What follows belongs to an exercise in optimizing a design on an open flow for small area; a production flow would make more cautious choices. In this exercise RTL edits were held to simulation tests only and were not proved equivalent to the original.

==> flow/design.v (excerpt) <==
module complex_sinusoid_ddfs#(parameter ROM_DEPTH = 2048, ROM_WIDTH = 16)
(
        input wire                           i_clk,
        input wire                           i_rst,
        input wire        [31:0]             i_freq_control,
        input wire        [1:0]              i_invert_out,
        output reg signed [ROM_WIDTH-1:0]    o_real,
        output reg signed [ROM_WIDTH-1:0]    o_imag
);
    reg  [31:0] accumulator;
    wire [31:0] acc_s0, acc_c;
    ddfs_ha u_acc0 (.a(accumulator[0]), .b(i_freq_control[0]), .s(acc_s0[0]), .co(acc_c[0]));
    ddfs_fa u_acc1 (.a(accumulator[1]), .b(i_freq_control[1]), .c(acc_c[0]), .s(acc_s0[1]), .co(acc_c[1]));
    ddfs_fa u_acc2 (.a(accumulator[2]), .b(i_freq_control[2]), .c(acc_c[1]), .s(acc_s0[2]), .co(acc_c[2]));
    ddfs_fa u_acc3 (.a(accumulator[3]), .b(i_freq_control[3]), .c(acc_c[2]), .s(acc_s0[3]), .co(acc_c[3]));
    ddfs_fa u_acc4 (.a(accumulator[4]), .b(i_freq_control[4]), .c(acc_c[3]), .s(acc_s0[4]), .co(acc_c[4]));
    ddfs_fa u_acc5 (.a(accumulator[5]), .b(i_freq_control[5]), .c(acc_c[4]), .s(acc_s0[5]), .co(acc_c[5]));
  ...
Settings: LEC_CHECK=0, ABC_AREA=1, CAP_MARGIN=20, CORE_MARGIN=2, CORE_UTILIZATION=40, CTS_BUF_LIST=sky130_fd_sc_hd__clkbuf_8, GPL_TIMING_DRIVEN=0, PLACE_DENSITY=0.6, SLEW_MARGIN=20, SYNTH_HIERARCHICAL=1; clock period 10.0 ns.
standard.sh (not shown) runs the stock make flow with config.mk's settings and CLKGATE_MAP_FILE= SYNTH_SCRIPT=/design/flow/synth_recipe.tcl, a recipe that flattens the netlist after the stock synthesis.
==> flow/flow/run.sh <==
#!/bin/bash
# Layout flow: the standard flow (standard.sh, the ORFS make targets up to
# finish) with two changes:
#  - synthesis runs flow/synth.tcl, which sources synth_recipe.tcl unchanged but
#    has ABC map with flow/abc.script;
#  - the port buffers are sky130_fd_sc_hd__buf_1 cells.
# make's full output goes to flow_make.log here; ORFS keeps each step's log
# under orfs/logs.
set -euo pipefail
export FLOW_SYNTH_TCL=$PWD/synth_recipe.tcl
export CUSTOM_ABC_SCRIPT=$PWD/flow/abc.script
bash standard.sh "SYNTH_SCRIPT=$PWD/flow/synth.tcl" "BUFFER_PORTS_ARGS=-buffer_cell sky130_fd_sc_hd__buf_1" finish > flow_make.log 2>&1
==> flow/flow/abc.script <==
strash
dch
map -a
topo
stime -c
buffer -c
upsize -c
dnsize -c
==> flow/flow/synth.tcl <==
# The standard flow's own synthesis script (synth_recipe.tcl, sourced unchanged), except
# that ABC maps every module with flow/abc.script (area-oriented) instead of
# ORFS's abc_area.script.
proc abc {args} {
  set i [lsearch -exact $args -script]
  lset args [expr { $i + 1 }] $::env(CUSTOM_ABC_SCRIPT)
  yosys abc {*}$args
}
source $::env(FLOW_SYNTH_TCL)
==> next run, changes <==
==> flow/flow/run.sh (replaced) <==
#!/bin/bash
# Layout flow: the standard flow (standard.sh, the ORFS make targets up to
# finish) unchanged, except that the port buffers buffer_ports inserts are
# sky130_fd_sc_hd__buf_1 cells. make's full output goes to flow_make.log here;
# ORFS keeps each step's log under orfs/logs.
set -euo pipefail
bash standard.sh "BUFFER_PORTS_ARGS=-buffer_cell sky130_fd_sc_hd__buf_1" finish > flow_make.log 2>&1
removed: flow/flow/abc.script
removed: flow/flow/synth.tcl
The changed run completed with no timing, DRC or antenna violations.
Final area is higher by 3.5%.
Clock-buffer cell count does not change.
Cell count increases by 11%.
Via count is higher by 5.5%.
Die area is higher by 4.2%.
==> next run, changes <==
==> flow/flow/run.sh (replaced) <==
#!/bin/bash
# Layout flow: the standard flow (standard.sh, the ORFS make targets up to
# finish) with two changes:
#  - synthesis runs flow/synth.tcl, which sources synth_recipe.tcl unchanged but
#    maps the coefficient tables (module ddfs_rom) with flow/rom_abc.script;
#  - the port buffers are sky130_fd_sc_hd__buf_1 cells.
# make's full output goes to flow_make.log here; ORFS keeps each step's log
# under orfs/logs.
set -euo pipefail
export FLOW_SYNTH_TCL=$PWD/synth_recipe.tcl
export ROM_ABC_SCRIPT=$PWD/flow/rom_abc.script
bash standard.sh "SYNTH_SCRIPT=$PWD/flow/synth.tcl" "BUFFER_PORTS_ARGS=-buffer_cell sky130_fd_sc_hd__buf_1" finish > flow_make.log 2>&1
==> flow/flow/rom_abc.script (new file) <==
strash
dch
map -a
==> flow/flow/synth.tcl (new file) <==
# The standard flow's own synthesis script (synth_recipe.tcl, sourced unchanged), except
# that ABC maps the coefficient tables (module ddfs_rom) with an
# area-oriented script; every other module is mapped as synth_recipe.tcl does.
proc abc {args} {
  set i [lsearch -exact $args -script]
  set rom_args $args
  lset rom_args [expr { $i + 1 }] $::env(ROM_ABC_SCRIPT)
  yosys abc {*}$rom_args ddfs_rom
  yosys abc {*}$args
}
source $::env(FLOW_SYNTH_TCL)
The changed run finished with timing, DRC and antenna clean.
Setup slack degrades by 0.081 ns.
Worst hold slack degrades by 0.0087 ns.
Fmax decreases slightly.
Routed wire length decreases by a little under a tenth.
Die area went down by a few percent.
Register-to-register slack is worse by 0.08 ns.
Cell area came out lower slightly.
Flip-flop and latch count does not change.

[afterwards: timing with drivers on the ports]
How much do the figures lean on ideal ports? The routed layouts below were timed once more, with nothing changed but the port constraints. Step 1 (the two cells are an assumption about what drives the block):
set clk [get_ports {i_clk}]
set_driving_cell -lib_cell sky130_fd_sc_hd__clkbuf_16 $clk
set_driving_cell -lib_cell sky130_fd_sc_hd__buf_2 [delete_from_list [all_inputs] $clk]
Step 2 also shifts input and output timing later by t, the mid clock arrival at the registers, as if the neighbouring blocks saw the same clock. a / b / c = no drivers / after step 1 / after step 2; a / b = the first two.
run	shift t [ns]	slack for setup (ns)	cell pins on the clock port's net
the first run	0.427	0.430 / 0.430 / 0.146	1
the second run	0.418	0.384 / 0.384 / 0.384	1
the third run	0.445	0.303 / 0.303 / 0.303	1
After both steps every run listed still meets setup and hold. The setup slack of the first run, which loses most, moves by 0.000 ns with the drivers and by -0.284 ns with both steps.
